This is an optimization exercise on Yosys and OpenROAD, whose aim is small area, a short achievable clock period and few clock cycles per item, not a production implementation. RTL that was checked went through simulation tests only; none was proved equivalent to the original. The clock port is modelled as an ideal driver, which makes a skipped or thinned clock tree look cheaper than it is; a real chip needs a root buffer or a tree. Power is estimated from default activity; no workload was simulated.

==> module LBP, before the edit <==
module LBP (
	input  clk,
	input  reset,
	output reg [13:0] gray_addr,
	output reg        gray_req,
	input             gray_ready,
	input      [7:0]  gray_data,
	output reg        lbp_valid,
	output reg [13:0] lbp_addr,
	output reg [7:0]  lbp_data,
	output reg        finish
);
	localparam H = 8;            
	wire [6:0] row = gray_addr[13:7];
	wire [6:0] col = gray_addr[6:0];
	reg  [2:0] s;                
	reg        endc;             
	reg        ends;             
	reg        last;             
	wire [6:0] row_step = {{4{endc}}, {2{ends}}, 1'b1};
	reg run;
	always @(posedge clk) begin
		if (reset) begin
			gray_req  <= 1'b0;
			run       <= 1'b0;
			lbp_valid <= 1'b0;
			finish    <= 1'b0;
		end else begin
			gray_req  <= gray_ready & ~finish & ~(gray_req & last);
			run       <= gray_ready & ~finish & ~(run & last);
			lbp_valid <= run & (s >= 3'd2) & (col >= 7'd2);
			if (run & last) finish <= 1'b1;
		end
	end
	always @(posedge clk) begin
		if (run) begin
			{gray_addr[6:0], s} <= {col, s} + 10'd1;
			gray_addr[13:7] <= row + row_step;
		end else begin
			{gray_addr, s} <= 17'd0;
		end
	end
	always @(posedge clk) begin
		endc <= (s == 3'd6);
		ends <= (s == 3'd6) & (col == 7'd127);
		last <= (s == 3'd6) & (col == 7'd127) & (row == 7'd126);
	end
	reg [7:0] d [0:H];
	integer i;
	always @(posedge clk) begin
		d[0] <= gray_data;
		for (i = 1; i <= H; i = i + 1) d[i] <= d[i-1];
	end
	function [1:0] cmp3;
		input [7:0] a, b;
		reg [7:0] g1, p1;
		reg [3:0] g2, p2;
		reg [1:0] g4, p4;
		reg       g8, p8;
		integer k;
		begin
			g1 = a & ~b; p1 = a | ~b;
			for (k = 0; k < 4; k = k + 1) begin
				g2[k] = g1[2*k+1] | (p1[2*k+1] & g1[2*k]);
				p2[k] = p1[2*k+1] & p1[2*k];
			end
			for (k = 0; k < 2; k = k + 1) begin
				g4[k] = g2[2*k+1] | (p2[2*k+1] & g2[2*k]);
				p4[k] = p2[2*k+1] & p2[2*k];
			end
			g8 = g4[1] | (p4[1] & g4[0]);
			p8 = p4[1] & p4[0];
			cmp3 = {g8 | p8, ~g8};
		end
	endfunction
	wire [7:0] c = d[H];
	wire ge_dg, le_dg, ge_hz, le_hz, ge_ad, le_ad, ge_vt, le_vt;
	assign {ge_dg, le_dg} = cmp3(gray_data, c);
	assign {ge_hz, le_hz} = cmp3(d[0], c);
	assign {ge_ad, le_ad} = cmp3(d[1], c);
	assign {ge_vt, le_vt} = cmp3(d[H-1], c);
	reg [H:0]   q_dg;    
	reg [H-1:0] q_hz;
	reg [H-2:0] q_ad;
	reg         q_vt;
	always @(posedge clk) begin
		q_dg <= {q_dg[H-1:0], le_dg};
		q_hz <= {q_hz[H-2:0], le_hz};
		q_ad <= {q_ad[H-3:0], le_ad};
		q_vt <= le_vt;
	end
	always @(posedge clk) begin
		lbp_addr <= {row - 7'd1, col - 7'd1};
		lbp_data <= {ge_dg, ge_vt, q_ad[H-2], ge_hz, q_hz[H-1], ge_ad, q_vt, q_dg[H]};
	end
endmodule
export LEC_CHECK = 0
export ABC_AREA = 1
export CAP_MARGIN = 20
export CORE_MARGIN = 2
export CORE_UTILIZATION = 60
export SETUP_SLACK_MARGIN = 2.5
export SLEW_MARGIN = 20
create_clock -name core_clock -period 4.0 [get_ports {clk}]
standard.sh (not shown) runs the stock make flow with config.mk's settings and CLKGATE_MAP_FILE= SYNTH_SCRIPT=/design/flow/synth_recipe.tcl, a recipe that flattens the netlist after the stock synthesis.
==> flow/flow/run.sh <==
#!/bin/bash
# The standard layout, with plain buf_1 port buffers and a two-level
# inverter clock tree: after CTS, flow/mytree2.tcl replaces the tree with
# N1 first-level inverters fed from the clock port and N2 second-level
# inverters, each driving one cluster of flip-flops. Timing repair then
# runs after global routing as usual.
set -euo pipefail
HERE=$(pwd)
bash standard.sh finish \
  "BUFFER_PORTS_ARGS=-buffer_cell sky130_fd_sc_hd__buf_1" \
  "SKIP_CTS_REPAIR_TIMING=1" \
  "POST_CTS_TCL=$HERE/flow/mytree2.tcl" \
  "MYTREE_N1=4" "MYTREE_N2=8"  > standard_flow.log 2>&1
Other scripts of this flow, unchanged in this note and not shown: flow/flow/mytree2.tcl
The starting point passed the timing, DRC and antenna checks.
Testbench counts at the start, summed over its fixed seeds: cycles 344,080, images 16.
Rerun with:
--- a/flow/design.v
+++ b/flow/design.v
@@ -18,24 +18,21 @@
 	reg        endc;             
 	reg        ends;             
 	reg        last;             
 	wire [6:0] row_step = {{4{endc}}, {2{ends}}, 1'b1};
-	reg run;
 	always @(posedge clk) begin
 		if (reset) begin
 			gray_req  <= 1'b0;
-			run       <= 1'b0;
 			lbp_valid <= 1'b0;
 			finish    <= 1'b0;
 		end else begin
 			gray_req  <= gray_ready & ~finish & ~(gray_req & last);
-			run       <= gray_ready & ~finish & ~(run & last);
-			lbp_valid <= run & (s >= 3'd2) & (col >= 7'd2);
-			if (run & last) finish <= 1'b1;
+			lbp_valid <= gray_req & (s >= 3'd2) & (col >= 7'd2);
+			if (gray_req & last) finish <= 1'b1;
 		end
 	end
 	always @(posedge clk) begin
-		if (run) begin
+		if (gray_req) begin
 			{gray_addr[6:0], s} <= {col, s} + 10'd1;
 			gray_addr[13:7] <= row + row_step;
 		end else begin
 			{gray_addr, s} <= 17'd0;
@@ -73,11 +70,29 @@
 			p8 = p4[1] & p4[0];
 			cmp3 = {g8 | p8, ~g8};
 		end
 	endfunction
+	function [1:0] cmp3f;
+		input [7:0] a, b;
+		reg [7:0] g1, p1;
+		reg [1:0] g4, p4;
+		reg       g8, p8;
+		integer k;
+		begin
+			g1 = a & ~b; p1 = a | ~b;
+			for (k = 0; k < 2; k = k + 1) begin
+				g4[k] = g1[4*k+3] | (p1[4*k+3] & g1[4*k+2]) | (p1[4*k+3] & p1[4*k+2] & g1[4*k+1])
+				      | (p1[4*k+3] & p1[4*k+2] & p1[4*k+1] & g1[4*k]);
+				p4[k] = &p1[4*k+3 -: 4];
+			end
+			g8 = g4[1] | (p4[1] & g4[0]);
+			p8 = p4[1] & p4[0];
+			cmp3f = {g8 | p8, ~g8};
+		end
+	endfunction
 	wire [7:0] c = d[H];
 	wire ge_dg, le_dg, ge_hz, le_hz, ge_ad, le_ad, ge_vt, le_vt;
-	assign {ge_dg, le_dg} = cmp3(gray_data, c);
+	assign {ge_dg, le_dg} = cmp3f(gray_data, c);
 	assign {ge_hz, le_hz} = cmp3(d[0], c);
 	assign {ge_ad, le_ad} = cmp3(d[1], c);
 	assign {ge_vt, le_vt} = cmp3(d[H-1], c);
 	reg [H:0]   q_dg;    
Sequential cell count drops by 1.
Clock skew decreases by 0.0051 ns.
Wire length fell by 1.5%.
Maximum frequency decreases by 3.5%.
Clock power is lower by about 3%.
Register-to-register slack is better by 0.10 ns.
Power is lower by 1.0%.
Via count hardly moves.
Worst hold slack hardly moves.
Critical path depth stays the same.
Setup slack gets worse by 0.054 ns.
Combinational power barely changes.
Die area shrinks by 0.45%.
Synthesized area drops by 0.48%.
Function not checked in the second run of this note: the RTL went through the layout flow alone. In every run of this note, the design's own scripts or RTL, not TritonCTS, make the clock network.

-- static timing again, ports no longer ideal --
In the flow no input, the clock included, has a driving cell. The finished layouts below were timed again as built, in two steps.
Step 1 assumes that a clkbuf_16 drives the clock port and a buf_2 every other input.
Step 2 moves the port delays by t, midway between the first and last clock arrival at a register: inputs arrive t later, outputs are due t later. That takes back most of the time a late clock gives input paths.
Three values: ideal, step 1, step 2; two values: the first two.
run	t, ns	setup WS [ns]	worst setup path at the end	latest minus earliest clock arrival (ns)	worst slew at a driven data input, ns
the first run	0.256	2.512 / 2.366 / 2.482	input to register	0.020 / 0.021	0.03
the second run	0.247	2.457 / 2.318 / 2.469	input to register	0.015 / 0.015	0.03
After both steps setup and hold are still met in every run listed. For the first run, which loses most, drivers alone change the setup slack by -0.146 ns; drivers and shift together by -0.030 ns.
